Context: an optimization exercise on an open-source flow, tuned for small area. The choices shown serve that exercise and are no tape-out recipe. In this exercise RTL edits were held to simulation tests only and were not proved equivalent to the original. No activity file was given, so power comes from the tool's default toggle rates.

main:
==> module cmd_server, before the edit <==
module cmd_server(
    input               SYS_CLK,
    input               SYS_RST,
    input               PULSE_2KHZ,
    input       [31:0]  OPB_DI,
    output      [31:0]  OPB_DO,
    output      [31:0]  OPB_ADDR,
    output              OPB_RE,
    output              OPB_WE,
    output              UART_TXD,
    input               UART_RXD
);
    reg  [4:0]  c_lo;
    reg  [4:0]  c_hi;
    wire        lo_end  = &c_lo;
    wire        hi_last = c_hi[4] & c_hi[3] & c_hi[1];      
    wire        bit_end = lo_end & hi_last;
    always @(posedge SYS_CLK or posedge SYS_RST) begin
        if (SYS_RST) begin
            c_lo <= 5'd0;
            c_hi <= 5'd0;
        end else begin
            c_lo <= c_lo + 5'd1;
            if (lo_end)
                c_hi <= hi_last ? 5'd0 : c_hi + 5'd1;
        end
    end
    reg         pulse_q;
    always @(posedge SYS_CLK)
        pulse_q <= PULSE_2KHZ;
    wire        tick = PULSE_2KHZ & ~pulse_q;
    reg  [3:0]  rx_ph;
    reg  [3:0]  rx_byte;
    reg         rx_sel;
    reg         typ;             
    reg         bad;
    reg  [7:0]  tcnt;            
    wire        rx_idle  = (rx_ph == 4'd14);
    wire        rx_data  = ~rx_ph[3];
    wire        win      = (c_hi[3:0] == 4'd5) & (c_hi[4] ^ rx_sel);    
    wire        win_end  = win & lo_end;
    wire        in_hdr   = (rx_byte == 4'd15);
    wire        in_tail  = (rx_byte == 4'd8);
    wire [7:0]  HDR      = 8'h5A;
    wire        mism     = (rx_ph[2:0] == 3'd0) ? (in_tail & (UART_RXD == typ))
                                                : (UART_RXD ^ HDR[rx_ph[2:0]] ^ in_tail);
    wire        bad_now  = bad | ((in_hdr | in_tail) & mism);
    wire        byte_end = win_end & (rx_ph == 4'd7);
    wire        tmo      = (tcnt == 8'd11);     
    wire        fire     = byte_end & in_tail & ~bad_now;
    always @(posedge SYS_CLK or posedge SYS_RST) begin
        if (SYS_RST) begin
            rx_ph   <= 4'd14;
            rx_byte <= 4'd15;
        end else begin
            if (rx_idle) begin
                if (!UART_RXD)
                    rx_ph <= 4'd15;
            end else if (win_end) begin
                rx_ph <= (rx_ph == 4'd8) ? 4'd14 : rx_ph + 4'd1;
            end
            if (tmo)
                rx_byte <= 4'd15;
            else if (byte_end) begin
                if (in_hdr)
                    rx_byte <= bad_now ? 4'd14 : 4'd0;
                else if (in_tail)
                    rx_byte <= 4'd15;
                else if (rx_byte != 4'd14)
                    rx_byte <= rx_byte + 4'd1;
            end
        end
    end
    always @(posedge SYS_CLK) begin
        if (rx_idle && !UART_RXD)
            rx_sel <= c_hi[4];
        if (win_end) begin
            if (rx_ph == 4'd15)
                bad <= 1'b0;
            else if (rx_data)
                bad <= bad_now;
            if (in_hdr && rx_ph == 4'd0)
                typ <= UART_RXD;
        end
        if (in_hdr)
            tcnt <= 8'd0;
        else if (tick)
            tcnt <= {tcnt[6:0], ~(tcnt[7] ^ tcnt[5] ^ tcnt[4] ^ tcnt[3])};
    end
    assign OPB_WE = fire & ~typ;
    assign OPB_RE = fire & typ;
    reg         re_d;
    always @(posedge SYS_CLK)
        re_d <= OPB_RE;
    reg  [3:0]  tx_byte;
    reg  [3:0]  tx_ph;
    reg  [31:0] ra;
    reg  [31:0] rd;
    wire [4:0]  j   = in_hdr ? {tx_byte[1:0], tx_ph[2:0]} : {rx_byte[1:0], rx_ph[2:0]};
    wire        jm  = (c_lo == j);
    wire        wr  = win & jm & rx_data & ~rx_byte[3];
    wire [31:0] a_out;
    wire [31:0] d_out;
    wire [31:0] di_ring;
    genvar g;
    generate
        for (g = 0; g < 32; g = g + 1) begin : map
            localparam integer JO = (62 - g) % 32;
            localparam integer JL = (32 - g) % 32;
            assign a_out[8 * (3 - JO / 8) + JO % 8]   = ra[g];
            assign d_out[8 * (3 - JO / 8) + JO % 8]   = rd[g];
            assign di_ring[g] = OPB_DI[8 * (3 - JL / 8) + JL % 8];
        end
    endgenerate
    assign OPB_ADDR = a_out;
    assign OPB_DO   = d_out;
    always @(posedge SYS_CLK) begin
        ra <= {ra[30:0], (wr & ~rx_byte[2]) ? UART_RXD : ra[31]};
        rd <= {rd[30:0], (wr & rx_byte[2]) ? (UART_RXD & ~typ) : rd[31]} | (di_ring & {32{re_d}});
    end
    reg  [8:0]  pcnt;
    reg         ping_mode;
    reg         ping_pend;
    reg         ans_pend;
    wire        ptrig    = (pcnt == 9'd33);
    wire        ping_due = tick & ping_mode & ptrig;
    always @(posedge SYS_CLK or posedge SYS_RST) begin
        if (SYS_RST) begin
            pcnt      <= 9'd358;
            ping_mode <= 1'b1;
        end else begin
            if (tick)
                pcnt <= ptrig ? 9'd0 : {pcnt[7:0], ~(pcnt[8] ^ pcnt[4])};
            if (fire)
                ping_mode <= 1'b0;
        end
    end
    reg         src_ping;
    reg         txd;
    reg         pf;
    wire        tx_idle = (tx_byte == 4'd9);
    wire [2:0]  k       = tx_ph[2:0];
    wire        eff_typ = typ & ~src_ping;
    wire [7:0]  TAIL    = 8'hA5;
    reg  [7:0]  ping_b;
    always @(*) begin
        case (tx_byte[2:0])
            3'd0:    ping_b = 8'hAA;
            3'd1:    ping_b = 8'hBB;
            3'd2:    ping_b = 8'hCC;
            3'd3:    ping_b = 8'hDD;
            3'd4:    ping_b = 8'h11;
            3'd5:    ping_b = 8'h22;
            3'd6:    ping_b = 8'h33;
            default: ping_b = 8'h44;
        endcase
    end
    wire        dbit = (tx_byte == 4'd15) ? (HDR[k] | ((k == 3'd0) & eff_typ)) :
                       (tx_byte == 4'd8)  ? (TAIL[k] & ~((k == 3'd0) & eff_typ)) :
                       src_ping           ? ping_b[k] : pf;
    wire        nbit = (tx_ph == 4'd15) ? 1'b0 : tx_ph[3] ? 1'b1 : dbit;
    always @(posedge SYS_CLK)
        if (jm)
            pf <= tx_byte[2] ? rd[31] : ra[31];
    always @(posedge SYS_CLK or posedge SYS_RST) begin
        if (SYS_RST) begin
            tx_byte   <= 4'd9;
            tx_ph     <= 4'd15;
            txd       <= 1'b1;
            ping_pend <= 1'b0;
            ans_pend  <= 1'b0;
        end else begin
            if (ping_due)
                ping_pend <= 1'b1;
            if (fire)
                ans_pend <= 1'b1;
            if (bit_end) begin
                if (tx_idle) begin
                    if (ping_pend || ans_pend) begin
                        tx_byte <= 4'd15;
                        if (ping_pend)
                            ping_pend <= 1'b0;
                        else
                            ans_pend <= 1'b0;
                    end
                end else begin
                    txd <= nbit;
                    if (tx_ph == 4'd8) begin
                        tx_ph   <= 4'd15;
                        tx_byte <= (tx_byte == 4'd8) ? 4'd9 : tx_byte + 4'd1;
                    end else begin
                        tx_ph <= tx_ph + 4'd1;
                    end
                end
            end
        end
    end
    always @(posedge SYS_CLK)
        if (bit_end && tx_idle && (ping_pend || ans_pend))
            src_ping <= ping_pend;
    assign UART_TXD = txd;
endmodule
export LEC_CHECK = 0
export CAP_MARGIN = 20
export CORE_MARGIN = 2
export CORE_UTILIZATION = 70
export SLEW_MARGIN = 20
create_clock -name core_clock -period 10.0 [get_ports {SYS_CLK}]
standard.sh (not shown) runs the stock make flow with config.mk's settings and CLKGATE_MAP_FILE= SYNTH_SCRIPT=/design/flow/synth_recipe.tcl, a recipe that flattens the netlist after the stock synthesis.
==> flow/flow/run.sh <==
#!/bin/bash
# Own layout flow: the standard flow (standard.sh, unchanged synthesis), with
# - port buffers of the smallest buffer cell (buf_1) instead of the default pick;
# - a clock tree of clkbuf_4 buffers without dummy loads.
# Each tool's full output is in the ORFS logs under orfs/logs; make's own output in flow_make.log.
set -euo pipefail
bash standard.sh \
  "BUFFER_PORTS_ARGS=-buffer_cell sky130_fd_sc_hd__buf_1" \
  "CTS_ARGS=-sink_clustering_enable -repair_clock_nets -buf_list sky130_fd_sc_hd__clkbuf_4 -dont_use_dummy_load" \
  finish > flow_make.log 2>&1
> inputs changed (main -> the feature branch)
--- a/flow/design.v
+++ b/flow/design.v
@@ -35,14 +35,14 @@
     reg         rx_sel;
     reg         typ;             
     reg         bad;
     reg  [7:0]  tcnt;            
-    wire        rx_idle  = (rx_ph == 4'd14);
+    wire        rx_idle  = rx_ph[3] & rx_ph[2] & ~rx_ph[0];     
     wire        rx_data  = ~rx_ph[3];
     wire        win      = (c_hi[3:0] == 4'd5) & (c_hi[4] ^ rx_sel);    
     wire        win_end  = win & lo_end;
-    wire        in_hdr   = (rx_byte == 4'd15);
-    wire        in_tail  = (rx_byte == 4'd8);
+    wire        in_hdr   = rx_byte[3] & rx_byte[0];        
+    wire        in_tail  = rx_byte[3] & ~rx_byte[1];       
     wire [7:0]  HDR      = 8'h5A;
     wire        mism     = (rx_ph[2:0] == 3'd0) ? (in_tail & (UART_RXD == typ))
                                                 : (UART_RXD ^ HDR[rx_ph[2:0]] ^ in_tail);
     wire        bad_now  = bad | ((in_hdr | in_tail) & mism);
@@ -57,27 +57,27 @@
             if (rx_idle) begin
                 if (!UART_RXD)
                     rx_ph <= 4'd15;
             end else if (win_end) begin
-                rx_ph <= (rx_ph == 4'd8) ? 4'd14 : rx_ph + 4'd1;
+                rx_ph <= (rx_ph[3] & ~rx_ph[2]) ? 4'd14 : rx_ph + 4'd1;    
             end
             if (tmo)
                 rx_byte <= 4'd15;
             else if (byte_end) begin
                 if (in_hdr)
                     rx_byte <= bad_now ? 4'd14 : 4'd0;
                 else if (in_tail)
                     rx_byte <= 4'd15;
-                else if (rx_byte != 4'd14)
+                else if (!rx_byte[3])
                     rx_byte <= rx_byte + 4'd1;
             end
         end
     end
     always @(posedge SYS_CLK) begin
         if (rx_idle && !UART_RXD)
             rx_sel <= c_hi[4];
         if (win_end) begin
-            if (rx_ph == 4'd15)
+            if (rx_ph[3] & rx_ph[0])         
                 bad <= 1'b0;
             else if (rx_data)
                 bad <= bad_now;
             if (in_hdr && rx_ph == 4'd0)
@@ -135,14 +135,13 @@
             if (fire)
                 ping_mode <= 1'b0;
         end
     end
-    reg         src_ping;
     reg         txd;
     reg         pf;
-    wire        tx_idle = (tx_byte == 4'd9);
+    wire        tx_idle = tx_byte[3] & ~tx_byte[2] & tx_byte[0];    
     wire [2:0]  k       = tx_ph[2:0];
-    wire        eff_typ = typ & ~src_ping;
+    wire        eff_typ = typ & ~ping_pend;
     wire [7:0]  TAIL    = 8'hA5;
     reg  [7:0]  ping_b;
     always @(*) begin
         case (tx_byte[2:0])
@@ -155,12 +154,11 @@
             3'd6:    ping_b = 8'h33;
             default: ping_b = 8'h44;
         endcase
     end
-    wire        dbit = (tx_byte == 4'd15) ? (HDR[k] | ((k == 3'd0) & eff_typ)) :
-                       (tx_byte == 4'd8)  ? (TAIL[k] & ~((k == 3'd0) & eff_typ)) :
-                       src_ping           ? ping_b[k] : pf;
-    wire        nbit = (tx_ph == 4'd15) ? 1'b0 : tx_ph[3] ? 1'b1 : dbit;
+    wire        hbit = (k == 3'd0) ? eff_typ : (k[0] ^ k[2]);
+    wire        dbit = tx_byte[3] ? (hbit ^ ~tx_byte[0]) : ping_pend ? ping_b[k] : pf;
+    wire        nbit = tx_ph[3] ? ~tx_ph[0] : dbit;      
     always @(posedge SYS_CLK)
         if (jm)
             pf <= tx_byte[2] ? rd[31] : ra[31];
     always @(posedge SYS_CLK or posedge SYS_RST) begin
@@ -178,26 +176,23 @@
             if (bit_end) begin
                 if (tx_idle) begin
                     if (ping_pend || ans_pend) begin
                         tx_byte <= 4'd15;
-                        if (ping_pend)
-                            ping_pend <= 1'b0;
-                        else
+                        if (!ping_pend)
                             ans_pend <= 1'b0;
                     end
                 end else begin
                     txd <= nbit;
-                    if (tx_ph == 4'd8) begin
+                    if (tx_ph[3] & ~tx_ph[0]) begin
                         tx_ph   <= 4'd15;
-                        tx_byte <= (tx_byte == 4'd8) ? 4'd9 : tx_byte + 4'd1;
+                        tx_byte <= tx_byte + 4'd1;      
+                        if (tx_byte[3] & ~tx_byte[0])
+                            ping_pend <= 1'b0;
                     end else begin
                         tx_ph <= tx_ph + 4'd1;
                     end
                 end
             end
         end
     end
-    always @(posedge SYS_CLK)
-        if (bit_end && tx_idle && (ping_pend || ans_pend))
-            src_ping <= ping_pend;
     assign UART_TXD = txd;
 endmodule
[summary]
Summary: worst hold slack, the feature branch worse than main. First-iteration DRC count shrinks by more than 10% when moving from main to the feature branch. [compare] base=main new=the feature branch: number of ordinary inverters in the final layout went up, design area lost 3.1%, number of distinct library cells after synthesis now sits higher. Diff main -> the feature branch: total length of routed met3 wires -12%; number of vias in the routed layout -170; wire length of the first global-routing pass -960 um. In the tables for the feature branch and main, clock power share reads lower with main. The feature branch vs main, area growth from synthesis to final layout went up by 0.24 points. Per the comparison of the feature branch with main, total routed wirelength shows a reduction of 8.1%, insertion delay to the later sink of the worst-skew pair shows no meaningful change, netlist area before placement shows a reduction of about 3.3%. The feature branch vs main: total power draw down in the feature branch. Run comparison: main critical-path cell with the highest stage delay sky130_fd_sc_hd__o21ai_0; the feature branch critical-path cell with the highest stage delay sky130_fd_sc_hd__or4_4.

[afterwards: timing with drivers on the ports]
How much do the figures lean on ideal ports? The routed layouts below were timed once more, with nothing changed but the port constraints. Step 1 assumes that a clkbuf_16 drives the clock port and a buf_2 every other input. Step 2 moves the port delays by t, midway between the first and last clock arrival at a register: inputs arrive t later, outputs are due t later. That takes back most of the time a late clock gives input paths. a / b / c = ideal ports / drivers / drivers and shift; a / b = the first two.
run | t, ns | slack for setup (ns) | worst data-port slew with drivers (ns)
main | 0.506 | 4.221 / 4.184 / 4.184 | 0.04
the feature branch | 0.493 | 4.129 / 4.091 / 4.091 | 0.04
After both steps every run listed still meets setup and hold. The setup slack of the feature branch, which loses most, moves by -0.038 ns with the drivers and by -0.038 ns with both steps.
